Background: an optimization exercise with open tools, aiming at small area. Do not read the settings as production practice. Only simulation tests tie the RTL to the original design; equivalence was not proved. No driver is modelled on the clock port, so clocking that relies on it looks cheaper here than on a real chip.

<file path="design/flow/config.mk">
export PLATFORM = sky130hd
export DESIGN_NAME = FIR_low_pass_filter
export DESIGN_NICKNAME = FIR_low_pass_filter
export VERILOG_FILES = /design/flow/design.v
export SDC_FILE = /design/flow/constraint.sdc
export NUM_CORES = 4
export LEC_CHECK = 0
export CAP_MARGIN = 20
export CORE_MARGIN = 2
export CORE_UTILIZATION = 40
export CTS_BUF_LIST = sky130_fd_sc_hd__clkbuf_8
export SETUP_SLACK_MARGIN = -0.25
export SLEW_MARGIN = 20
export SYNTH_HIERARCHICAL = 1
export SYNTH_MINIMUM_KEEP_SIZE = 0
</file>
<file path="design/flow/constraint.sdc">
create_clock -name core_clock -period 7.0 [get_ports {clk}]
set_input_delay 1.4000 -clock core_clock [delete_from_list [all_inputs] [get_ports {clk}]]
set_output_delay 1.4000 -clock core_clock [all_outputs]
set_load 0.01 [all_outputs]
</file>
<file path="design/flow/design.v">
module FIR_low_pass_filter(
	input clk,
	input rst,
	input [7:0]FIR_IN,
	output reg [16:0]FIR_OUT
);
reg [7:0] d0;
reg [7:0] d1;
reg [7:0] d2;
reg [7:0] d3;
reg [7:0] d4;
reg [7:0] d5;
reg [7:0] d6;
reg [7:0] d7;
reg [7:0] d8;
reg [8:0] r;
wire [8:0] r_next;
always @(posedge clk or negedge rst)
	if (!rst) begin
		d0 <= 8'b0;
		d1 <= 8'b0;
		d2 <= 8'b0;
		d3 <= 8'b0;
		d4 <= 8'b0;
		d5 <= 8'b0;
		d6 <= 8'b0;
		d7 <= 8'b0;
		d8 <= 8'b0;
		r <= 9'b0;
	end else begin
		d0 <= FIR_IN;
		d1 <= d0;
		d2 <= d1;
		d3 <= d2;
		d4 <= d3;
		d5 <= d4;
		d6 <= d5;
		d7 <= d6;
		d8 <= d7;
		r <= r_next;
	end
wire w1;
wire w2;
wire w4;
wire w5;
wire w7;
wire w8;
wire w10;
wire w11;
wire w13;
wire w14;
wire w16;
wire w17;
wire w19;
wire w20;
wire w22;
wire w23;
wire w25;
wire w26;
wire w28;
wire w29;
wire w31;
wire w33;
wire w35;
wire w37;
wire w39;
wire w41;
wire w43;
wire w44;
wire w46;
wire w48;
wire w50;
wire w52;
wire w54;
wire w56;
wire w58;
wire w59;
wire w61;
wire w63;
wire w65;
wire w67;
wire w69;
wire w71;
wire w73;
wire w74;
wire w76;
wire w78;
wire w80;
wire w81;
wire w83;
wire w84;
wire w86;
wire w87;
wire w89;
wire w90;
wire w92;
wire w94;
wire w96;
wire w98;
wire w100;
wire w102;
wire w104;
wire w105;
wire w107;
wire w109;
wire w111;
wire w113;
wire w115;
wire w117;
wire w119;
wire w120;
wire w122;
wire w124;
wire w126;
wire w128;
wire w130;
wire w132;
wire w134;
wire w135;
wire w137;
wire w138;
wire w140;
wire w141;
wire w143;
wire w144;
wire w146;
wire w147;
wire w149;
wire w150;
wire w152;
wire w153;
wire w155;
wire w156;
wire w158;
wire w159;
wire w161;
wire w162;
wire w164;
wire w166;
wire w168;
wire w170;
wire w172;
wire w174;
wire w176;
wire w177;
wire w179;
wire w181;
wire w183;
wire w185;
wire w187;
wire w189;
wire w191;
wire w192;
wire w194;
wire w196;
wire w198;
wire w200;
wire w202;
wire w204;
wire w206;
wire w208;
wire w210;
wire w211;
wire w213;
wire w214;
wire w216;
wire w217;
wire w219;
wire w220;
wire w222;
wire w223;
wire w225;
wire w226;
wire w228;
wire w229;
wire w231;
wire w232;
wire w234;
wire w235;
wire w237;
wire w238;
wire w240;
wire w241;
wire w243;
wire w245;
wire w247;
wire w249;
wire w251;
wire w253;
wire w255;
wire w256;
wire w258;
wire w260;
wire w262;
wire w264;
wire w266;
wire w268;
wire w270;
wire w271;
wire w273;
wire w275;
wire w277;
wire w279;
wire w281;
wire w283;
wire w285;
wire w287;
wire w289;
wire w290;
wire w292;
wire w293;
wire w295;
wire w296;
wire w298;
wire w300;
wire w302;
wire w304;
wire w306;
wire w308;
wire w310;
wire w311;
wire w313;
wire w315;
wire w317;
wire w319;
wire w321;
wire w323;
wire w325;
wire w326;
wire w328;
wire w330;
wire w332;
wire w334;
wire w336;
wire w338;
wire w340;
wire w341;
wire w343;
wire w345;
wire w347;
wire w349;
wire w351;
wire w353;
wire w354;
wire w356;
wire w357;
wire w359;
wire w360;
wire w362;
wire w363;
wire w365;
wire w366;
wire w368;
wire w369;
wire w371;
wire w372;
wire w374;
wire w375;
wire w377;
wire w378;
wire w380;
wire w381;
wire w383;
wire w384;
wire w386;
wire w387;
wire w389;
wire w390;
wire w392;
wire w393;
wire w395;
wire w396;
wire w398;
wire w399;
wire w401;
wire w402;
wire w404;
wire w405;
wire w407;
wire w408;
wire w410;
wire w411;
wire w413;
wire w414;
wire w416;
wire w417;
wire w419;
wire w420;
wire w422;
wire w423;
wire w425;
wire w426;
wire w428;
wire w429;
wire w431;
wire w432;
wire w434;
wire w435;
wire w437;
wire w438;
wire w440;
wire w441;
wire w443;
wire w444;
wire w446;
wire w447;
wire w449;
wire w450;
wire w452;
wire w453;
wire w455;
wire w456;
wire w458;
wire w459;
wire w461;
wire w462;
wire w464;
wire w465;
wire w467;
wire w468;
wire w470;
wire w471;
wire w473;
wire w474;
wire w476;
wire w477;
wire w479;
wire w480;
wire w482;
wire w483;
wire w485;
wire w486;
wire w488;
wire w489;
wire w491;
wire w492;
wire w494;
wire w495;
wire w497;
wire w498;
wire w500;
wire w501;
wire w503;
wire w504;
wire w506;
wire w507;
wire w509;
wire w510;
wire w512;
wire w514;
wire w516;
wire w518;
wire w520;
wire w522;
wire w524;
wire w526;
wire w528;
wire w529;
wire w531;
wire w533;
wire w535;
wire w537;
wire w539;
wire w541;
wire w543;
wire w544;
wire w546;
wire w548;
wire w550;
wire w552;
wire w554;
wire w556;
wire w558;
wire w560;
wire w562;
wire w564;
wire w566;
wire w568;
wire w570;
fir_ha u3 (.a(d0[0]), .b(d8[0]), .y(w1), .z(w2));
fir_fa u6 (.a(d0[1]), .b(d8[1]), .c(w2), .y(w4), .z(w5));
fir_fa u9 (.a(d0[2]), .b(d8[2]), .c(w5), .y(w7), .z(w8));
fir_fa u12 (.a(d0[3]), .b(d8[3]), .c(w8), .y(w10), .z(w11));
fir_fa u15 (.a(d0[4]), .b(d8[4]), .c(w11), .y(w13), .z(w14));
fir_fa u18 (.a(d0[5]), .b(d8[5]), .c(w14), .y(w16), .z(w17));
fir_fa u21 (.a(d0[6]), .b(d8[6]), .c(w17), .y(w19), .z(w20));
fir_fa u24 (.a(d0[7]), .b(d8[7]), .c(w20), .y(w22), .z(w23));
fir_ha u27 (.a(d4[0]), .b(d6[0]), .y(w25), .z(w26));
fir_ha u30 (.a(d4[1]), .b(d6[1]), .y(w28), .z(w29));
fir_xr u32 (.a(w28), .b(w26), .y(w31));
fir_aoi u34 (.a(w28), .b(w26), .c(w29), .y(w33));
fir_xn u36 (.a(d4[2]), .b(d6[2]), .y(w35));
fir_xr u38 (.a(w35), .b(w33), .y(w37));
fir_nd u40 (.a(d4[2]), .b(d6[2]), .y(w39));
fir_oai u42 (.a(w35), .b(w33), .c(w39), .y(w41));
fir_ha u45 (.a(d4[3]), .b(d6[3]), .y(w43), .z(w44));
fir_xr u47 (.a(w43), .b(w41), .y(w46));
fir_aoi u49 (.a(w43), .b(w41), .c(w44), .y(w48));
fir_xn u51 (.a(d4[4]), .b(d6[4]), .y(w50));
fir_xr u53 (.a(w50), .b(w48), .y(w52));
fir_nd u55 (.a(d4[4]), .b(d6[4]), .y(w54));
fir_oai u57 (.a(w50), .b(w48), .c(w54), .y(w56));
fir_ha u60 (.a(d4[5]), .b(d6[5]), .y(w58), .z(w59));
fir_xr u62 (.a(w58), .b(w56), .y(w61));
fir_aoi u64 (.a(w58), .b(w56), .c(w59), .y(w63));
fir_xn u66 (.a(d4[6]), .b(d6[6]), .y(w65));
fir_xr u68 (.a(w65), .b(w63), .y(w67));
fir_nd u70 (.a(d4[6]), .b(d6[6]), .y(w69));
fir_oai u72 (.a(w65), .b(w63), .c(w69), .y(w71));
fir_ha u75 (.a(d4[7]), .b(d6[7]), .y(w73), .z(w74));
fir_xr u77 (.a(w73), .b(w71), .y(w76));
fir_ao u79 (.a(w73), .b(w71), .c(w74), .y(w78));
fir_ha u82 (.a(r[0]), .b(w25), .y(w80), .z(w81));
fir_fa u85 (.a(r[1]), .b(w31), .c(w81), .y(w83), .z(w84));
fir_fa u88 (.a(r[2]), .b(w37), .c(w84), .y(w86), .z(w87));
fir_ha u91 (.a(r[3]), .b(w46), .y(w89), .z(w90));
fir_xr u93 (.a(w89), .b(w87), .y(w92));
fir_aoi u95 (.a(w89), .b(w87), .c(w90), .y(w94));
fir_xn u97 (.a(r[4]), .b(w52), .y(w96));
fir_xr u99 (.a(w96), .b(w94), .y(w98));
fir_nd u101 (.a(r[4]), .b(w52), .y(w100));
fir_oai u103 (.a(w96), .b(w94), .c(w100), .y(w102));
fir_ha u106 (.a(r[5]), .b(w61), .y(w104), .z(w105));
fir_xr u108 (.a(w104), .b(w102), .y(w107));
fir_aoi u110 (.a(w104), .b(w102), .c(w105), .y(w109));
fir_xn u112 (.a(r[6]), .b(w67), .y(w111));
fir_xr u114 (.a(w111), .b(w109), .y(w113));
fir_nd u116 (.a(r[6]), .b(w67), .y(w115));
fir_oai u118 (.a(w111), .b(w109), .c(w115), .y(w117));
fir_ha u121 (.a(r[7]), .b(w76), .y(w119), .z(w120));
fir_xr u123 (.a(w119), .b(w117), .y(w122));
fir_aoi u125 (.a(w119), .b(w117), .c(w120), .y(w124));
fir_xn u127 (.a(r[8]), .b(w78), .y(w126));
fir_xr u129 (.a(w126), .b(w124), .y(w128));
fir_nd u131 (.a(r[8]), .b(w78), .y(w130));
fir_oai u133 (.a(w126), .b(w124), .c(w130), .y(w132));
fir_fa u136 (.a(d3[0]), .b(d7[0]), .c(d5[0]), .y(w134), .z(w135));
fir_fa u139 (.a(d3[1]), .b(d7[1]), .c(d5[1]), .y(w137), .z(w138));
fir_fa u142 (.a(d3[2]), .b(d7[2]), .c(d5[2]), .y(w140), .z(w141));
fir_fa u145 (.a(d3[3]), .b(d7[3]), .c(d5[3]), .y(w143), .z(w144));
fir_fa u148 (.a(d3[4]), .b(d7[4]), .c(d5[4]), .y(w146), .z(w147));
fir_fa u151 (.a(d3[5]), .b(d7[5]), .c(d5[5]), .y(w149), .z(w150));
fir_fa u154 (.a(d3[6]), .b(d7[6]), .c(d5[6]), .y(w152), .z(w153));
fir_fa u157 (.a(d3[7]), .b(d7[7]), .c(d5[7]), .y(w155), .z(w156));
fir_ha u160 (.a(w135), .b(w137), .y(w158), .z(w159));
fir_ha u163 (.a(w138), .b(w140), .y(w161), .z(w162));
fir_xr u165 (.a(w161), .b(w159), .y(w164));
fir_aoi u167 (.a(w161), .b(w159), .c(w162), .y(w166));
fir_xn u169 (.a(w141), .b(w143), .y(w168));
fir_xr u171 (.a(w168), .b(w166), .y(w170));
fir_nd u173 (.a(w141), .b(w143), .y(w172));
fir_oai u175 (.a(w168), .b(w166), .c(w172), .y(w174));
fir_ha u178 (.a(w144), .b(w146), .y(w176), .z(w177));
fir_xr u180 (.a(w176), .b(w174), .y(w179));
fir_aoi u182 (.a(w176), .b(w174), .c(w177), .y(w181));
fir_xn u184 (.a(w147), .b(w149), .y(w183));
fir_xr u186 (.a(w183), .b(w181), .y(w185));
fir_nd u188 (.a(w147), .b(w149), .y(w187));
fir_oai u190 (.a(w183), .b(w181), .c(w187), .y(w189));
fir_ha u193 (.a(w150), .b(w152), .y(w191), .z(w192));
fir_xr u195 (.a(w191), .b(w189), .y(w194));
fir_aoi u197 (.a(w191), .b(w189), .c(w192), .y(w196));
fir_xn u199 (.a(w153), .b(w155), .y(w198));
fir_xr u201 (.a(w198), .b(w196), .y(w200));
fir_nd u203 (.a(w153), .b(w155), .y(w202));
fir_oai u205 (.a(w198), .b(w196), .c(w202), .y(w204));
fir_xr u207 (.a(w156), .b(w204), .y(w206));
fir_an u209 (.a(w156), .b(w204), .y(w208));
fir_fa u212 (.a(d2[0]), .b(d8[0]), .c(w80), .y(w210), .z(w211));
fir_fa u215 (.a(d2[1]), .b(d8[1]), .c(w83), .y(w213), .z(w214));
fir_ha u218 (.a(w211), .b(w213), .y(w216), .z(w217));
fir_fa u221 (.a(d2[2]), .b(d8[2]), .c(w86), .y(w219), .z(w220));
fir_fa u224 (.a(w214), .b(w217), .c(w219), .y(w222), .z(w223));
fir_fa u227 (.a(d2[3]), .b(d8[3]), .c(w92), .y(w225), .z(w226));
fir_fa u230 (.a(d2[4]), .b(d8[4]), .c(w98), .y(w228), .z(w229));
fir_fa u233 (.a(d2[5]), .b(d8[5]), .c(w107), .y(w231), .z(w232));
fir_fa u236 (.a(d2[6]), .b(d8[6]), .c(w113), .y(w234), .z(w235));
fir_fa u239 (.a(d2[7]), .b(d8[7]), .c(w122), .y(w237), .z(w238));
fir_ha u242 (.a(w220), .b(w225), .y(w240), .z(w241));
fir_xr u244 (.a(w240), .b(w223), .y(w243));
fir_aoi u246 (.a(w240), .b(w223), .c(w241), .y(w245));
fir_xn u248 (.a(w226), .b(w228), .y(w247));
fir_xr u250 (.a(w247), .b(w245), .y(w249));
fir_nd u252 (.a(w226), .b(w228), .y(w251));
fir_oai u254 (.a(w247), .b(w245), .c(w251), .y(w253));
fir_ha u257 (.a(w229), .b(w231), .y(w255), .z(w256));
fir_xr u259 (.a(w255), .b(w253), .y(w258));
fir_aoi u261 (.a(w255), .b(w253), .c(w256), .y(w260));
fir_xn u263 (.a(w232), .b(w234), .y(w262));
fir_xr u265 (.a(w262), .b(w260), .y(w264));
fir_nd u267 (.a(w232), .b(w234), .y(w266));
fir_oai u269 (.a(w262), .b(w260), .c(w266), .y(w268));
fir_ha u272 (.a(w235), .b(w237), .y(w270), .z(w271));
fir_xr u274 (.a(w270), .b(w268), .y(w273));
fir_aoi u276 (.a(w270), .b(w268), .c(w271), .y(w275));
fir_xn u278 (.a(w128), .b(w238), .y(w277));
fir_xr u280 (.a(w277), .b(w275), .y(w279));
fir_nd u282 (.a(w128), .b(w238), .y(w281));
fir_oai u284 (.a(w277), .b(w275), .c(w281), .y(w283));
fir_xr u286 (.a(w132), .b(w283), .y(w285));
fir_an u288 (.a(w132), .b(w283), .y(w287));
fir_ha u291 (.a(w134), .b(w158), .y(w289), .z(w290));
fir_fa u294 (.a(w158), .b(w164), .c(w290), .y(w292), .z(w293));
fir_ha u297 (.a(w164), .b(w170), .y(w295), .z(w296));
fir_xr u299 (.a(w295), .b(w293), .y(w298));
fir_aoi u301 (.a(w295), .b(w293), .c(w296), .y(w300));
fir_xn u303 (.a(w179), .b(w170), .y(w302));
fir_xr u305 (.a(w302), .b(w300), .y(w304));
fir_nd u307 (.a(w179), .b(w170), .y(w306));
fir_oai u309 (.a(w302), .b(w300), .c(w306), .y(w308));
fir_ha u312 (.a(w179), .b(w185), .y(w310), .z(w311));
fir_xr u314 (.a(w310), .b(w308), .y(w313));
fir_aoi u316 (.a(w310), .b(w308), .c(w311), .y(w315));
fir_xn u318 (.a(w194), .b(w185), .y(w317));
fir_xr u320 (.a(w317), .b(w315), .y(w319));
fir_nd u322 (.a(w194), .b(w185), .y(w321));
fir_oai u324 (.a(w317), .b(w315), .c(w321), .y(w323));
fir_ha u327 (.a(w194), .b(w200), .y(w325), .z(w326));
fir_xr u329 (.a(w325), .b(w323), .y(w328));
fir_aoi u331 (.a(w325), .b(w323), .c(w326), .y(w330));
fir_xn u333 (.a(w206), .b(w200), .y(w332));
fir_xr u335 (.a(w332), .b(w330), .y(w334));
fir_nd u337 (.a(w206), .b(w200), .y(w336));
fir_oai u339 (.a(w332), .b(w330), .c(w336), .y(w338));
fir_ha u342 (.a(w208), .b(w206), .y(w340), .z(w341));
fir_xr u344 (.a(w340), .b(w338), .y(w343));
fir_aoi u346 (.a(w340), .b(w338), .c(w341), .y(w345));
fir_xn u348 (.a(w208), .b(w345), .y(w347));
fir_nab u350 (.a(w345), .b(w208), .y(w349));
fir_iv u352 (.a(w349), .y(w351));
fir_ha u355 (.a(w134), .b(w210), .y(w353), .z(w354));
fir_fa u358 (.a(w80), .b(w289), .c(w354), .y(w356), .z(w357));
fir_ha u361 (.a(w356), .b(w216), .y(w359), .z(w360));
fir_fa u364 (.a(w83), .b(w210), .c(w292), .y(w362), .z(w363));
fir_fa u367 (.a(w357), .b(w362), .c(w360), .y(w365), .z(w366));
fir_ha u370 (.a(w222), .b(w365), .y(w368), .z(w369));
fir_fa u373 (.a(w86), .b(w298), .c(w216), .y(w371), .z(w372));
fir_fa u376 (.a(w363), .b(w371), .c(w366), .y(w374), .z(w375));
fir_fa u379 (.a(w243), .b(w369), .c(w374), .y(w377), .z(w378));
fir_fa u382 (.a(w134), .b(w92), .c(w304), .y(w380), .z(w381));
fir_fa u385 (.a(w372), .b(w222), .c(w380), .y(w383), .z(w384));
fir_fa u388 (.a(w249), .b(w375), .c(w383), .y(w386), .z(w387));
fir_ha u391 (.a(w378), .b(w386), .y(w389), .z(w390));
fir_fa u394 (.a(w289), .b(w98), .c(w313), .y(w392), .z(w393));
fir_fa u397 (.a(w381), .b(w243), .c(w392), .y(w395), .z(w396));
fir_fa u400 (.a(w384), .b(w258), .c(w395), .y(w398), .z(w399));
fir_fa u403 (.a(w387), .b(w390), .c(w398), .y(w401), .z(w402));
fir_fa u406 (.a(w292), .b(w107), .c(w319), .y(w404), .z(w405));
fir_fa u409 (.a(w393), .b(w249), .c(w404), .y(w407), .z(w408));
fir_fa u412 (.a(w396), .b(w264), .c(w407), .y(w410), .z(w411));
fir_fa u415 (.a(w399), .b(w410), .c(w402), .y(w413), .z(w414));
fir_fa u418 (.a(d5[0]), .b(w25), .c(w298), .y(w416), .z(w417));
fir_fa u421 (.a(w113), .b(w416), .c(w328), .y(w419), .z(w420));
fir_fa u424 (.a(w405), .b(w258), .c(w419), .y(w422), .z(w423));
fir_fa u427 (.a(w408), .b(w273), .c(w422), .y(w425), .z(w426));
fir_fa u430 (.a(d5[1]), .b(w31), .c(w304), .y(w428), .z(w429));
fir_fa u433 (.a(w417), .b(w428), .c(w122), .y(w431), .z(w432));
fir_fa u436 (.a(w334), .b(w431), .c(w420), .y(w434), .z(w435));
fir_fa u439 (.a(w264), .b(w423), .c(w434), .y(w437), .z(w438));
fir_fa u442 (.a(w279), .b(w426), .c(w437), .y(w440), .z(w441));
fir_fa u445 (.a(d5[2]), .b(w37), .c(w313), .y(w443), .z(w444));
fir_fa u448 (.a(w429), .b(w128), .c(w443), .y(w446), .z(w447));
fir_fa u451 (.a(w432), .b(w343), .c(w446), .y(w449), .z(w450));
fir_fa u454 (.a(w273), .b(w435), .c(w449), .y(w452), .z(w453));
fir_fa u457 (.a(w285), .b(w438), .c(w452), .y(w455), .z(w456));
fir_fa u460 (.a(d5[3]), .b(w46), .c(w319), .y(w458), .z(w459));
fir_fa u463 (.a(w444), .b(w132), .c(w458), .y(w461), .z(w462));
fir_fa u466 (.a(w447), .b(w347), .c(w461), .y(w464), .z(w465));
fir_fa u469 (.a(w450), .b(w279), .c(w464), .y(w467), .z(w468));
fir_fa u472 (.a(w287), .b(w453), .c(w467), .y(w470), .z(w471));
fir_fa u475 (.a(d5[4]), .b(w52), .c(w328), .y(w473), .z(w474));
fir_fa u478 (.a(w459), .b(w473), .c(w462), .y(w476), .z(w477));
fir_fa u481 (.a(w351), .b(w465), .c(w476), .y(w479), .z(w480));
fir_fa u484 (.a(w285), .b(w468), .c(w479), .y(w482), .z(w483));
fir_fa u487 (.a(d5[5]), .b(w61), .c(w334), .y(w485), .z(w486));
fir_fa u490 (.a(w474), .b(w485), .c(w477), .y(w488), .z(w489));
fir_fa u493 (.a(w287), .b(w488), .c(w480), .y(w491), .z(w492));
fir_fa u496 (.a(d5[6]), .b(w67), .c(w343), .y(w494), .z(w495));
fir_fa u499 (.a(w486), .b(w494), .c(w489), .y(w497), .z(w498));
fir_fa u502 (.a(d5[7]), .b(w76), .c(w347), .y(w500), .z(w501));
fir_fa u505 (.a(w495), .b(w500), .c(w498), .y(w503), .z(w504));
fir_fa u508 (.a(w78), .b(w351), .c(w501), .y(w506), .z(w507));
fir_ha u511 (.a(w411), .b(w425), .y(w509), .z(w510));
fir_xr u513 (.a(w509), .b(w414), .y(w512));
fir_aoi u515 (.a(w509), .b(w414), .c(w510), .y(w514));
fir_xn u517 (.a(w440), .b(w514), .y(w516));
fir_nab u519 (.a(w514), .b(w440), .y(w518));
fir_xn u521 (.a(w441), .b(w455), .y(w520));
fir_xr u523 (.a(w520), .b(w518), .y(w522));
fir_nd u525 (.a(w441), .b(w455), .y(w524));
fir_oai u527 (.a(w520), .b(w518), .c(w524), .y(w526));
fir_ha u530 (.a(w456), .b(w470), .y(w528), .z(w529));
fir_xr u532 (.a(w528), .b(w526), .y(w531));
fir_aoi u534 (.a(w528), .b(w526), .c(w529), .y(w533));
fir_xn u536 (.a(w471), .b(w482), .y(w535));
fir_xr u538 (.a(w535), .b(w533), .y(w537));
fir_nd u540 (.a(w471), .b(w482), .y(w539));
fir_oai u542 (.a(w535), .b(w533), .c(w539), .y(w541));
fir_ha u545 (.a(w483), .b(w491), .y(w543), .z(w544));
fir_xr u547 (.a(w543), .b(w541), .y(w546));
fir_aoi u549 (.a(w543), .b(w541), .c(w544), .y(w548));
fir_xn u551 (.a(w492), .b(w497), .y(w550));
fir_xr u553 (.a(w550), .b(w548), .y(w552));
fir_nd u555 (.a(w492), .b(w497), .y(w554));
fir_oai u557 (.a(w550), .b(w548), .c(w554), .y(w556));
fir_xr u559 (.a(w503), .b(w556), .y(w558));
fir_nd u561 (.a(w503), .b(w556), .y(w560));
fir_xn u563 (.a(w504), .b(w506), .y(w562));
fir_xr u565 (.a(w562), .b(w560), .y(w564));
fir_nd u567 (.a(w504), .b(w506), .y(w566));
fir_oai u569 (.a(w562), .b(w560), .c(w566), .y(w568));
fir_xr u571 (.a(w507), .b(w568), .y(w570));
assign r_next = {w23, w22, w19, w16, w13, w10, w7, w4, w1};
wire [16:0] y = {w570, w564, w558, w552, w546, w537, w531, w522, w516, w512, w413, w401, w389, w377, w368, w359, w353};
always @(posedge clk or negedge rst)
	if (!rst)
		FIR_OUT <= 17'b0;
	else
		FIR_OUT <= y;
endmodule
module fir_an(input a, input b, output y);
	assign y = a & b;
endmodule
module fir_ao(input a, input b, input c, output y);
	assign y = (a & b) | c;
endmodule
module fir_aoi(input a, input b, input c, output y);
	assign y = ~((a & b) | c);
endmodule
module fir_fa(input a, input b, input c, output y, output z);
	assign y = a ^ b ^ c;
	assign z = (a & b) | (a & c) | (b & c);
endmodule
module fir_ha(input a, input b, output y, output z);
	assign y = a ^ b;
	assign z = a & b;
endmodule
module fir_iv(input a, output y);
	assign y = ~a;
endmodule
module fir_nab(input a, input b, output y);
	assign y = ~(~a & b);
endmodule
module fir_nd(input a, input b, output y);
	assign y = ~(a & b);
endmodule
module fir_oai(input a, input b, input c, output y);
	assign y = ~((a | b) & c);
endmodule
module fir_xn(input a, input b, output y);
	assign y = ~(a ^ b);
endmodule
module fir_xr(input a, input b, output y);
	assign y = a ^ b;
endmodule
</file>
<file path="design/flow/flow/run.sh">
#!/bin/bash
# Own layout flow: the standard flow (standard.sh) with synthesis unchanged and
# two layout settings changed: the ports are buffered with sky130_fd_sc_hd__buf_1
# instead of the default buffer, and CTS inserts no dummy loads (clock buffers
# clkbuf_8 as in config.mk). Each step's full output goes to its own log file here.
set -euo pipefail
HERE=$(pwd)
bash standard.sh synth > synth.log 2>&1
bash standard.sh \
  BUFFER_PORTS_ARGS="-buffer_cell sky130_fd_sc_hd__buf_1" \
  CTS_ARGS="-sink_clustering_enable -repair_clock_nets -dont_use_dummy_load -buf_list sky130_fd_sc_hd__clkbuf_8 -root_buf sky130_fd_sc_hd__clkbuf_4" \
  POST_CTS_TCL="$HERE/flow/clk_fix.tcl" \
  finish > layout.log 2>&1
</file>
<file path="design/flow/flow/clk_fix.tcl">
# Runs after CTS (whose clock buffers are all clkbuf_4 here): any clock buffer
# whose flip-flop clock pins would see a slow edge is upsized to clkbuf_8, then
# the placement is legalized again.
estimate_parasitics -placement
set big [lindex [get_lib_cells */sky130_fd_sc_hd__clkbuf_8] 0]
set n 0
foreach inst [get_cells *] {
  set ref [get_property $inst ref_name]
  if { $ref != "sky130_fd_sc_hd__clkbuf_4" } { continue }
  set out [get_pins -of_objects $inst -filter "direction == output"]
  set net [get_nets -of_objects $out]
  if { $net == "" } { continue }
  if { ![string match "clknet*" [get_full_name $net]] } { continue }
  set worst 0.0
  foreach pin [get_pins -of_objects $net -filter "direction == input"] {
    foreach rf {rise fall} {
      set s [get_property $pin slew_max_$rf]
      if { [string is double -strict $s] && $s > $worst } { set worst $s }
    }
  }
  if { $worst > 0.095 } {
    replace_cell $inst $big
    incr n
    puts "clk_fix.tcl: [get_full_name $inst] worst sink slew $worst -> clkbuf_8"
  }
}
puts "clk_fix.tcl: $n clock buffers upsized"
detailed_placement
check_placement -verbose
</file>
<file path="design/flow/standard.sh">
#!/bin/bash
# synth_recipe.tcl (not shown) runs the flow's synth.tcl, then flattens the netlist and writes it again
# the make line also repeats each setting of config.mk as NAME=value (left out here)
make -C /OpenROAD-flow-scripts/flow DESIGN_CONFIG=/design/flow/config.mk WORK_HOME=/design/flow/orfs CLKGATE_MAP_FILE= SYNTH_SCRIPT=/design/flow/synth_recipe.tcl "${@:-finish}"
</file>
==> results of run 1 <==
-- cell usage in the layout, fill, tap and decap left out --
cell type,n
dfrtp_1,98
fa_1,75
xor2_1,43
ha_1,30
buf_1,25
xnor2_1,21
nand2_1,20
o21ai_1,19
a21oi_2,19
clkbuf_8,9
buf_4,5
and2_1,2
nand2b_1,2
inv_1,1
a21o_1,1
clkbuf_4,1
-- worst max-delay path, stage by stage (launching register included) --
cell and delay [ns]:
dfrtp_1 0.45, fa_1 0.47, ha_1 0.33, a21oi_2 0.19, o21ai_1 0.15, a21oi_2 0.19
xor2_1 0.30, ha_1 0.33, a21oi_2 0.21, xor2_1 0.30, fa_1 0.48, fa_1 0.54
fa_1 0.44, fa_1 0.51, fa_1 0.42, ha_1 0.34, a21oi_2 0.08, o21ai_1 0.24
a21oi_2 0.10, o21ai_1 0.20, nand2_1 0.11, o21ai_1 0.17, xor2_1 0.15
-- per-stage QoR --
step / utilization / hold slack, ns / setup TNS (ns) / cell area, um2
2_1_floorplan: - / 0.331 / 0 / 5260
3_3_place_gp: 0.441 / 0.334 / 0 / 5620
3_5_place_dp: 0.441 / 0.335 / 0 / 5620
5_1_grt: 0.451 / 0.363 / -0.301 / 5740
6_report: 0.451 / 0.350 / 0 / 5740
-- flip-flops by register name (all words and copies together) (netlist names) --
| signal | cells |
|---|---|
| FIR_OUT | 17 |
| d6 | 8 |
| d3 | 8 |
| d0 | 8 |
| d2 | 8 |
| r | 9 |
| d8 | 8 |
| d5 | 8 |
| d7 | 8 |
| d4 | 8 |
| d1 | 8 |
-- synth_stat cells --
master,count,area share
o21ai_1,19,0.018
xnor2_1,21,0.035
fa_1,75,0.29
inv_1,1,0.00071
nand2b_1,2,0.0024
dfrtp_1,98,0.47
a21o_1,1,0.0014
nand2_1,20,0.014
and2_1,2,0.0024
xor2_1,43,0.072
ha_1,30,0.071
a21oi_2,19,0.032
-- area by class of cell --
cell class | instances | area (um2)
Tap cell | 172 | 215
Sequential cell | 98 | 2450
Clock buffer | 9 | 124
Multi-Input combinational cell | 232 | 2810
Inverter | 1 | 3.75
Fill cell | 1153 | 6980
Timing Repair Buffer | 31 | 139
-- routing by layer --
metal | vias to the layer above | track usage
met5 | - | 0
met4 | 0 | 0.0513
met3 | 13 | 0.0352
met2 | 30 | 0.212
met1 | 1272 | 0.197
li1 | 1155 | -
-- per-module statistics from Yosys, one instance, submodules excluded, excerpt --
module,times used,cells inside,flops+latches
fir_iv,1,1,0
fir_aoi,19,1,0
fir_ao,1,1,0
fir_xn,21,1,0
FIR_low_pass_filter,1,98,98
fir_nd,20,1,0
fir_an,2,1,0
fir_ha,30,1,0
fir_oai,19,1,0
-- final timing paths --
kind	end	slack, ns
min in group asynchronous	d3[0]	0.95
max in group asynchronous	d5[7]	4.85
setup / recovery	FIR_OUT[16]	0.23
hold reg to reg	d2[2]	0.35
setup reg to reg	FIR_OUT[16]	0.23
hold / removal	d2[2]	0.35
-- kinds of logic (layout without fill, tap and decap cells) --
group | count (synthesis) | after routing | share of synthesized area
fa+ha+maj | 105 | 105 | 0.357
flops | 98 | 98 | 0.466
xor+xnor | 64 | 64 | 0.107
compound gates | 39 | 39 | 0.0511
simple gates | 24 | 24 | 0.0190
buf+inv | 1 | 41 | 0.000713
==> results.txt, run 1 <==
- Wirelength, routed: about 8.4 mm
- Initial antenna violation count: 0
- CTS tree: yes
- Minimum clock period: between 6 and 7 ns
- Setup Slack @ Placement: ~0.21 ns
- Data required, critical path: ~7.3 ns
- Core area: 0.0127 mm2
- Die X: 119 um
- Number of synthesized register bits: 98
- GP Congestion: ~0.79
- Status: no timing/DRC/antenna violations
- Wire per inst: ~15 um
- Fmax: 148 MHz
- Max Cap Viol: 0
- Row count: 41
- IO Count: 27
- Post-DRT Antenna Nets: 0
- Fin nets: ~500
- R2R cell count: 22
- CTS sink cnt: 98
- Grt total ovfl: 0
- Yosys cell types: 12
- Wire length on met1: 4.13 mm
- Hold path start: d1[2]
- Dpl cells: 534
- Iteration-0 DRC Markers: 120
- Clock latency on the worst-skew pair: 0.37 ns
- First-pass GRT wire length: about 15 mm
- Endpoint class of the critical path: flip-flop
- DR WL met3: about 250 um
- HP Class: flip-flop to flip-flop
- Beginning of the critical path: d5[2]
- Count of final hold-check violations: 0
- Synthesis warning total: 7
- Synth Instances: ~330
- Post-synthesis average cell area: ~16 um2
- Starting Density: 0.414
- Clock transition at the registers of the reported paths: about 0.080 ns
- WS Path Type: flip-flop to flip-flop
- Pin slew with the least headroom to its limit: roughly 0.89 ns
- I/O Buffers: 26
- Via density: 4.55
- Max-slew violations: 0
- Final period util: 0.966
- Vias in the first global route: just under 3k
- Die Y: approximately 120 um
- Worst Skew: 0.0158 ns
- P&R area growth vs syn: 9.08%
- Layout cells sized above 1: 0.0916
- Die Area: between 0.01 and 0.015 mm2
- Sequential area share after synthesis: 0.466
- Post-Syn Nets: 446
- Slew margin rel.: 0.405
- Setup crit start kind: flip-flop
- Worst r2r src: d5[2]
- Post-synthesis cell area: roughly 0.0053 mm2
- Worst-path maximum fanout: 3
- Placed wire-length estimate: 7.01 mm
- Non-filler cells, final: roughly 540
- Setup WS post-layout: about 0.23 ns
- Top Metal Used: met4
- Drt drc: 0
- Ant diodes: 0
- Number of detailed-route iterations in the first pass: 4
- Metal2 WL: 3.83 mm
- Overall routing resource usage: 0.140
- Arrival @ worst endpoint: slightly above 7 ns
- Final setup violating endpoints: 0
- Via count: roughly 2.5k
- Hold Path Depth: 0
- Largest net degree at the start of global routing: 76
==> run 2, diff against run 1 <==
--- a/design/flow/flow/run.sh
+++ b/design/flow/flow/run.sh
@@ -6,3 +6,2 @@
 set -euo pipefail
-HERE=$(pwd)
 bash standard.sh synth > synth.log 2>&1
@@ -10,4 +9,3 @@
   BUFFER_PORTS_ARGS="-buffer_cell sky130_fd_sc_hd__buf_1" \
-  CTS_ARGS="-sink_clustering_enable -repair_clock_nets -dont_use_dummy_load -buf_list sky130_fd_sc_hd__clkbuf_8 -root_buf sky130_fd_sc_hd__clkbuf_4" \
-  POST_CTS_TCL="$HERE/flow/clk_fix.tcl" \
+  CTS_ARGS="-sink_clustering_enable -repair_clock_nets -dont_use_dummy_load -buf_list sky130_fd_sc_hd__clkbuf_8" \
   finish > layout.log 2>&1
--- a/design/flow/config.mk
+++ b/design/flow/config.mk
@@ -11,2 +11,3 @@
 export CTS_BUF_LIST = sky130_fd_sc_hd__clkbuf_8
+export GPL_TIMING_DRIVEN = 0
 export SETUP_SLACK_MARGIN = -0.25
removed: design/flow/flow/clk_fix.tcl
==> results.txt, run 2 <==
- Clock transition at the registers of the reported paths: ~0.080 ns
- Setup slack, reg-to-reg: approximately 0.3 ns
- Minimum clock period: about 6.7 ns
- Max-slew violations: 0
- Setup crit start kind: flip-flop
- Max reg flops: 17
- Post-Syn Nets: 446
- Fmax: around 150 MHz
- Drt drc: 0
- GP Congestion: approximately 0.75
- FFs w/ async S/R, synth: 1.00
- Yosys cell types: 12
- Commonest non-fill, non-tap cell in the layout: dfrtp_1
- Endpoint class of the critical path: flip-flop
- Synth top cells by count: dfrtp_1, fa_1, xor2_1
- I/O Buffers: 26
- Fin nets: 486
- Ys flop type: dfrtp_1
- Overall routing resource usage: 0.139
- CTS sink cnt: about 100
- Grt total ovfl: 0
- Number of detailed-route iterations in the first pass: 4
- Max Cap Viol: 0
- Dpl cells: about 530
- Via count: 2,450
- Final period util: 0.957
- Final setup violating endpoints: 0
- CTS tree: yes
- Most frequent cell after synthesis: dfrtp_1
- Post-DRT Antenna Nets: 0
- Clock Path Buffers: 2
- CTS buffer count: 9
- Pin slew with the least headroom to its limit: roughly 0.56 ns
- H-tree Lvls: 3
- CTS resizes: 0
- Synth Instances: about 330
- Row count: between 40 and 50
- Worst-path maximum fanout: 3
- Core area: about 0.013 mm2
- Synth top area share: 0.466
- Commonest cells after routing, fill and taps aside: dfrtp_1, fa_1, xor2_1, ha_1, buf_1
- Placed wire-length estimate: 7.01 mm
- Top post-synthesis cells by area: dfrtp_1, fa_1, xor2_1
- Setup Buffers After CTS: 0
- Non-filler cells, final: between 500 and 600
- Iteration-0 DRC Markers: 114
- P&R area growth vs syn: 9.61%
- Top cell type by total area after synthesis: dfrtp_1
- Arrival @ worst endpoint: 7.00 ns
- Fin util: 0.453
- Clock latency on the worst-skew pair: 0.38 ns
- Worst Skew: ~0.028 ns
- Layout cells sized above 1: 0.0867
- Biggest regs: FIR_OUT x17, r x9
- Die X: 119 um
- Status: no timing/DRC/antenna violations
- CTS Root Cell: clkbuf_8
- Count of final hold-check violations: 0
- HP Class: flip-flop to flip-flop
- Via density: 4.53
- WS Path Type: flip-flop to flip-flop
- First-pass GRT wire length: ~14 mm
- Data required, critical path: 7.30 ns
- Starting Density: 0.414
- Die Area: approximately 0.014 mm2
- Number of synthesized register bits: between 90 and 100
- Sequential area share after synthesis: 0.466
- Synthesis warning total: 7
- Initial antenna violation count: 0
- Post-synthesis cell area: about 0.0053 mm2
- Largest net degree at the start of global routing: 33
- Ant diodes: 0
- Die Y: approximately 120 um
- Vias in the first global route: 2,791
- Number of flops mapped to enable cells by yosys: 0
- Top reg by flops: FIR_OUT
- Post-CTS Hold Fix Bufs: 0
- Wirelength, routed: between 8 and 9 mm
- Wire per inst: approximately 16 um
- Post-synthesis average cell area: approximately 16 um2
- Slew margin rel.: 0.628
- IO Count: 27
## run 2: cell count changes in the layout (fill, tap and decap cells not counted)
cell,before,now
buf_4,5,0
buf_2,0,1
buf_16,0,1
clkbuf_4,1,0
buf_12,0,2
## run 2: area by class of cell
type	count	area (um2)
fill	1153	6950
tap	172	215
multi-input combinational	232	2810
sequential	98	2450
clock buffer	9	124
inverter	1	3.75
timing repair buffer	29	166
## run 2: worst paths after layout
kind	to	cells after the start	startpoint
min in group asynchronous	d4[0]	1	rst
min reg2reg	d2[3]	0	d1[3]
max in group asynchronous	d6[7]	3	rst
min	d2[3]	0	d1[3]
max	FIR_OUT[16]	22	d5[2]
max reg2reg	FIR_OUT[16]	22	d5[2]
## run 2: metrics by stage
step           area (um2)  hold WS, ns  setup WS (ns)  TNS, ns
6_report             5770        0.353          0.304        0
2_1_floorplan        5260        0.331          0.791        0
3_5_place_dp         5640        0.335          0.260        0
3_3_place_gp         5580        0.335          0.247        0
5_1_grt              5770        0.367         -0.157   -0.161
4_1_cts              5770        0.355          0.248        0
## run 2: logic make-up after synthesis
logic type,Yosys count,synth area share
AOI/OAI and AO/OA,39,0.0511
xor gates and xnor gates,64,0.107
adders and majority gates,105,0.357
DFF,98,0.466
and+or+nand+nor,24,0.0190
buffers and inverters,1,0.000713
## run 2: routing by layer
metal	up-vias	track usage	wire (um)
met5	-	0	0
met1	1258	0.197	4250
met2	32	0.203	3780
met3	9	0.0420	267
li1	1151	-	-
met4	0	0.0469	100
## run 2: modules after synthesis (local to each module, per instance)
module,cells,cell area (um2),copies in the design
fir_oai,1,5.00,19
fir_ha,1,12.5,30
fir_nd,1,3.75,20
fir_aoi,1,8.76,19
fir_nab,1,6.26,2
fir_ao,1,7.51,1
fir_xn,1,8.76,21
fir_an,1,6.26,2
fir_iv,1,3.75,1
FIR_low_pass_filter,98,2450,1
fir_fa,1,20.0,75
fir_xr,1,8.76,43
## run 2: critical path: stages, from the launching register on
cell	delay [ns]
dfrtp_1	0.45
fa_1	0.46
ha_1	0.32
a21oi_2	0.19
o21ai_1	0.14
a21oi_2	0.19
xor2_1	0.31
ha_1	0.33
a21oi_2	0.18
xor2_1	0.28
fa_1	0.48
fa_1	0.53
fa_1	0.43
fa_1	0.51
fa_1	0.41
ha_1	0.33
a21oi_2	0.08
o21ai_1	0.25
a21oi_2	0.11
o21ai_1	0.21
nand2_1	0.12
o21ai_1	0.17
xor2_1	0.15
==> run 3, diff against run 2 <==
--- a/design/flow/config.mk
+++ b/design/flow/config.mk
@@ -11,3 +11,2 @@
 export CTS_BUF_LIST = sky130_fd_sc_hd__clkbuf_8
-export GPL_TIMING_DRIVEN = 0
 export SETUP_SLACK_MARGIN = -0.25
==> results.txt, run 3 <==
- Status: no timing/DRC/antenna violations
- GP Congestion: slightly below 0.8
- First-pass GRT wire length: about 15 mm
- Setup crit start kind: flip-flop
- Post-Place Cell Area: approximately 0.0056 mm2
- Commonest non-fill, non-tap cell in the layout: dfrtp_1
- Wire per inst: approximately 15 um
- Largest family of logic cells by synthesized area: adder cells
- WS Path Type: flip-flop to flip-flop
- Mux share of post-synthesis cell area: 0
- Top post-synthesis cells by area: dfrtp_1, fa_1, xor2_1
- Number of detailed-route iterations in the first pass: 4
- Via count: ~2.5k
- HP Class: flip-flop to flip-flop
- Count of final hold-check violations: 0
- Number of flops mapped to enable cells by yosys: 0
- Ant diodes: 0
- Max reg flops: 17
- Fin nets: 488
- Synth Area in Adders: 0.357
- Non-filler cells, final: roughly 540
- Clock latency on the worst-skew pair: 0.38 ns
- Worst Skew: around 0.016 ns
- Wirelength, routed: between 8 and 9 mm
- Worst Hold End: d2[2]
- Fmax: 148 MHz
- Die X: ~120 um
- P&R area growth vs syn: 9.08%
- Top reg by flops: FIR_OUT
- Number of synthesized register bits: between 90 and 100
- Yosys cell types: 12
- Drt drc: 0
- Fin util: 0.451
- Vias in the first global route: 2,892
- Layout cells sized above 1: 0.0916
- Final setup violating endpoints: 0
- Placed wire-length estimate: between 7 and 8 mm
- Post-Syn Nets: between 400 and 500
- Most frequent cell after synthesis: dfrtp_1
- Final period util: 0.964
- CTS buffer count: 9
- Area share of and/or/nand/nor cells after synthesis: 0.0190
- FFs w/ async S/R, synth: 1.00
- Worst r2r src: d5[2]
- CTS Root Cell: clkbuf_8
- Overall routing resource usage: 0.141
- Post-DRT Antenna Nets: 0
- Beginning of the critical path: d5[2]
- Max-slew violations: 0
- Minimum clock period: around 6.7 ns
- Worst-path maximum fanout: 3
- Iteration-0 DRC Markers: between 100 and 150
- Post-synthesis average cell area: between 15 and 20 um2
- Ys flop type: dfrtp_1
- Dpl cells: 534
- Core area: 0.0127 mm2
- Setup Buffers After CTS: 0
- Synth top cells by count: dfrtp_1, fa_1, xor2_1
- Biggest regs: FIR_OUT x17, r x9
- Top cell type by total area after synthesis: dfrtp_1
- Setup slack, reg-to-reg: between 0.2 and 0.3 ns
- R2R cell count: 22
- Via density: ~4.5
- Max Cap Viol: 0
- IO Count: 27
- Arrival @ worst endpoint: 7.04 ns
- Synth Instances: around 330
- Post-CTS Hold Fix Bufs: 0
- Sequential area share after synthesis: 0.466
- I/O Buffers: 26
- CTS sink cnt: 98
- Synthesis warning total: 7
- Clock transition at the registers of the reported paths: roughly 0.080 ns
- Slew margin rel.: 0.400
- Die Area: 0.0141 mm2
- H-tree Lvls: 3
- Largest net degree at the start of global routing: 76
- Hold path start: d1[2]
- Die Y: 119 um
- Row count: just over 40
- Hold Path Depth: 0
- Initial antenna violation count: 0
- RR Endpoint: FIR_OUT[16]
- Synth Area in Compound Gates: 0.0511
- CTS resizes: 0
- Commonest cells after routing, fill and taps aside: dfrtp_1, fa_1, xor2_1, ha_1, buf_1
- Pin slew with the least headroom to its limit: about 0.90 ns
- CTS tree: yes
- Fillcell total: 1,149
- Finished layout cell area: roughly 0.0057 mm2
- Clock Path Buffers: 2
- Starting Density: 0.414
- Synth top area share: 0.466
- Post-synthesis cell area: 0.00526 mm2
- Grt total ovfl: 0
- Data required, critical path: 7.29 ns
- Endpoint class of the critical path: flip-flop
- Xor/xnor cell area share of the yosys netlist: 0.107
run 3: how the worst max path moves through the flow:
stage,end,cells after the start
after global placement,FIR_OUT[16],22
after floorplan,FIR_OUT[16],22
after detailed placement,FIR_OUT[16],22
after global routing,FIR_OUT[16],22
after CTS,FIR_OUT[16],22
final,FIR_OUT[16],22
run 3: logic make-up after synthesis:
logic type / count (synthesis)
buffers and inverters: 1
AO/OA/AOI/OAI: 39
XOR/XNOR: 64
AND/OR/NAND/NOR: 24
flip-flops: 98
adder cells (fa/ha/maj): 105
run 3: critical path: stages (launching register included):
cell,delay (ns)
dfrtp_1,0.45
fa_1,0.47
ha_1,0.33
a21oi_2,0.19
o21ai_1,0.15
a21oi_2,0.20
xor2_1,0.30
ha_1,0.33
a21oi_2,0.19
xor2_1,0.29
fa_1,0.48
fa_1,0.54
fa_1,0.44
fa_1,0.51
fa_1,0.42
ha_1,0.34
a21oi_2,0.08
o21ai_1,0.25
a21oi_2,0.10
o21ai_1,0.20
nand2_1,0.11
o21ai_1,0.17
xor2_1,0.15
run 3: Yosys stat by module, one instance, submodules excluded, a selection:
module,flops+latches,cells inside,times used
fir_ao,0,1,1
fir_aoi,0,1,19
fir_ha,0,1,30
fir_nab,0,1,2
fir_oai,0,1,19
fir_xn,0,1,21
fir_xr,0,1,43
run 3: final cells by class:
| type | count | area, um2 | share of cell area |
|---|---|---|---|
| Clock buffer | 9 | 124 | 0.0216 |
| Inverter | 1 | 3.75 | 0.000654 |
| Multi-Input combinational cell | 232 | 2810 | 0.489 |
| Sequential cell | 98 | 2450 | 0.427 |
| Tap cell | 172 | 215 | 0.0375 |
| Timing Repair Buffer | 31 | 139 | 0.0242 |
run 3: metal layers:
metal	GRT usage	routed length (um)	up-vias
li1	-	-	1155
met1	0.197	4140	1267
met2	0.211	3820	30
met3	0.0352	248	13
met4	0.0580	173	0
met5	0	0	-
run 3: per-stage QoR:
step	hold WS, ns	setup TNS, ns	setup slack (ns)
after floorplan	0.331	0	0.791
after global placement	0.334	0	0.230
after detailed placement	0.335	0	0.214
after CTS	0.352	0	0.189
after global routing	0.364	-0.287	-0.194
final	0.350	0	0.251
==> run 4, diff against run 3 <==
--- a/design/flow/config.mk
+++ b/design/flow/config.mk
@@ -7,3 +7,3 @@
 export LEC_CHECK = 0
-export CAP_MARGIN = 20
+export CAP_MARGIN = 5
 export CORE_MARGIN = 2
@@ -12,3 +12,3 @@
 export SETUP_SLACK_MARGIN = -0.25
-export SLEW_MARGIN = 20
+export SLEW_MARGIN = 5
 export SYNTH_HIERARCHICAL = 1
==> results.txt, run 4 <==
- Ant diodes: 0
- Clock Path Buffers: 2
- DR WL met3: approximately 250 um
- Layout cells sized above 1: 0.0916
- FFs w/ async S/R, synth: 1.00
- CTS resizes: 0
- CTS sink cnt: slightly below 100
- Via count: approximately 2.5k
- Final period util: 0.964
- Synth top area share: 0.466
- Post-synthesis cell area: 0.00526 mm2
- Placed wire-length estimate: between 7 and 8 mm
- IO Count: 27
- Setup Buffers After CTS: 0
- Top reg by flops: FIR_OUT
- Hold Path Depth: 0
- Max reg flops: 17
- Ys flop type: dfrtp_1
- Setup crit start kind: flip-flop
- Pin slew with the least headroom to its limit: approximately 0.90 ns
- Top cell type by total area after synthesis: dfrtp_1
- Final setup violating endpoints: 0
- First-pass GRT wire length: between 10 and 15 mm
- HP Class: flip-flop to flip-flop
- Worst path slowest cell: fa_1
- Post-Syn Nets: about 450
- Biggest regs: FIR_OUT x17, r x9
- Overall routing resource usage: 0.141
- Drt drc: 0
- Endpoint class of the critical path: flip-flop
- Row count: 41
- WS Path Type: flip-flop to flip-flop
- Yosys cell types: 12
- Fin util: 0.451
- Post-synthesis average cell area: 15.9 um2
- Fin nets: 488
- WHS: roughly 0.35 ns
- Largest net degree at the start of global routing: 76
- Arrival @ worst endpoint: approximately 7.0 ns
- Non-filler cells, final: ~540
- R2R cell count: 22
- Largest stage delay, worst path: roughly 0.54 ns
- Number of synthesized register bits: 98
- CTS Root Cell: clkbuf_8
- Wire length on met1: slightly above 4 mm
- Data required, critical path: between 7 and 8 ns
- Die X: roughly 120 um
- Most frequent cell after synthesis: dfrtp_1
- Minimum clock period: between 6 and 7 ns
- Max Cap Viol: 0
- Crit-path cells: fa_1 > ha_1 > a21oi_2 > o21ai_1 > a21oi_2 > xor2_1 > ha_1 > a21oi_2 > xor2_1 > fa_1 > fa_1 > fa_1 > fa_1 > fa_1 > ha_1 > a21oi_2 > o21ai_1 > a21oi_2 > o21ai_1 > nand2_1 > o21ai_1 > xor2_1
- Worst-path maximum fanout: 3
- Sequential area share after synthesis: 0.466
- Number of detailed-route iterations in the first pass: 4
- Dpl cells: approximately 530
- Metal2 WL: about 3.8 mm
- Initial antenna violation count: 0
- Starting Density: 0.414
- Iteration-0 DRC Markers: ~120
- CTS buffer count: 9
- Clock transition at the registers of the reported paths: about 0.080 ns
- Top Metal Used: met4
- Fmax: ~150 MHz
- Commonest cells after routing, fill and taps aside: dfrtp_1, fa_1, xor2_1, ha_1, buf_1
- I/O Buffers: 26
- CTS tree: yes
- P&R area growth vs syn: 9.08%
- Status: no timing/DRC/antenna violations
- Fillcell total: roughly 1.1k
- Max-slew violations: 0
- Number of flops mapped to enable cells by yosys: 0
- Commonest non-fill, non-tap cell in the layout: dfrtp_1
- Grt total ovfl: 0
- TNS Setup: 0 ns
- Most frequent CP cell: fa_1
- Slew margin rel.: 0.400
- H-tree Lvls: 3
- Wirelength, routed: between 8 and 9 mm
- Vias in the first global route: between 2k and 3k
- Wire per inst: ~15 um
- Synth top cells by count: dfrtp_1, fa_1, xor2_1
- Synth Instances: 331
- Post-DRT Antenna Nets: 0
- Count of final hold-check violations: 0
- Top post-synthesis cells by area: dfrtp_1, fa_1, xor2_1
- Synthesis warning total: 7
- Core area: 0.0127 mm2
- GP Congestion: about 0.79
- Clock latency on the worst-skew pair: 0.38 ns
- Via density: 4.54
- Post-CTS Hold Fix Bufs: 0
- Worst Skew: 0.0159 ns
- Die Y: 119 um
- Die Area: about 0.014 mm2
## run 4: cell counts after synthesis
No cell type changed its count.
## run 4: worst paths after layout
path / from / to / slack [ns]
worst min register to register: d1[2] / d2[2] / 0.35
min in group asynchronous: rst / d8[0] / 0.95
worst max register to register: d5[2] / FIR_OUT[16] / 0.25
worst max-delay path: d5[2] / FIR_OUT[16] / 0.25
max in group asynchronous: rst / d5[7] / 4.84
worst min-delay path: d1[2] / d2[2] / 0.35
## run 4: critical path, delay by kind of cell, from the launching register on
family,cells,cell delay [ns]
AO/OA/AOI/OAI,9,1.53
flip-flops,1,0.45
XOR/XNOR,3,0.74
AND/OR/NAND/NOR,1,0.11
adder cells (fa/ha/maj),9,3.86
## run 4: area by class of cell
cell class	instances	area, um2	area share
flip-flops and latches	98	2450	0.427
inverters	1	3.75	0.000654
clock buffers	9	124	0.0216
repair buffers	31	139	0.0242
well taps	172	215	0.0375
multi-input cells	232	2810	0.489
## run 4: routing by layer
metal / vias up / GRT usage
li1: 1155 / -
met1: 1267 / 0.197
met2: 30 / 0.211
met3: 13 / 0.0352
met4: 0 / 0.0580
met5: - / 0
## run 4: modules after synthesis (local to each module, per instance)
module               cells inside  copies in the design  cell area, um2  flip-flops and latches
FIR_low_pass_filter            98                     1            2450                      98
fir_nd                          1                    20            3.75                       0
fir_an                          1                     2            6.26                       0
fir_ha                          1                    30            12.5                       0
fir_iv                          1                     1            3.75                       0
fir_xn                          1                    21            8.76                       0
fir_oai                         1                    19            5.00                       0
fir_fa                          1                    75            20.0                       0
fir_nab                         1                     2            6.26                       0
fir_aoi                         1                    19            8.76                       0
fir_xr                          1                    43            8.76                       0
fir_ao                          1                     1            7.51                       0
## run 4: logic make-up (layout without fill, tap and decap cells)
family / count (synthesis) / after routing / synth area share
AO/OA/AOI/OAI: 39 / 39 / 0.0511
XOR/XNOR: 64 / 64 / 0.107
adder cells (fa/ha/maj): 105 / 105 / 0.357
buffers and inverters: 1 / 41 / 0.000713
flip-flops: 98 / 98 / 0.466
AND/OR/NAND/NOR: 24 / 24 / 0.0190
## run 4: metrics by stage
step           area, um2  setup slack (ns)
4_1_cts             5740             0.189
2_1_floorplan       5260             0.791
3_5_place_dp        5620             0.214
5_1_grt             5740            -0.194
3_3_place_gp        5620             0.230
6_report            5740             0.251

==> re-timing with driven ports <==
In the flow no input, the clock included, has a driving cell. The finished layouts below were timed again as built, in two steps. Step 1, drivers: a clkbuf_16 drives clk and a buf_2 each remaining input, both assumed. Step 2 adds t to the input delays and takes it off the output delays; t is the mean of the earliest and latest rising clock arrival at the registers after step 1. Input paths then give back, and output paths get back, about the clock's delay inside the block. Slacks: no drivers / after step 1 / after step 2; pairs: no drivers / after step 1.
| run | shift t [ns] | slack for setup (ns) | worst setup path after step 2 | pins driven straight from the clock port |
|---|---|---|---|---|
| run 1 | 0.397 | 0.235 / 0.235 / 0.235 | register to register | 1 |
| run 2 | 0.400 | 0.304 / 0.304 / 0.304 | register to register | 1 |
| run 3 | 0.404 | 0.251 / 0.251 / 0.251 | register to register | 1 |
| run 4 | 0.404 | 0.251 / 0.251 / 0.251 | register to register | 1 |
After both steps every run listed still meets setup and hold.
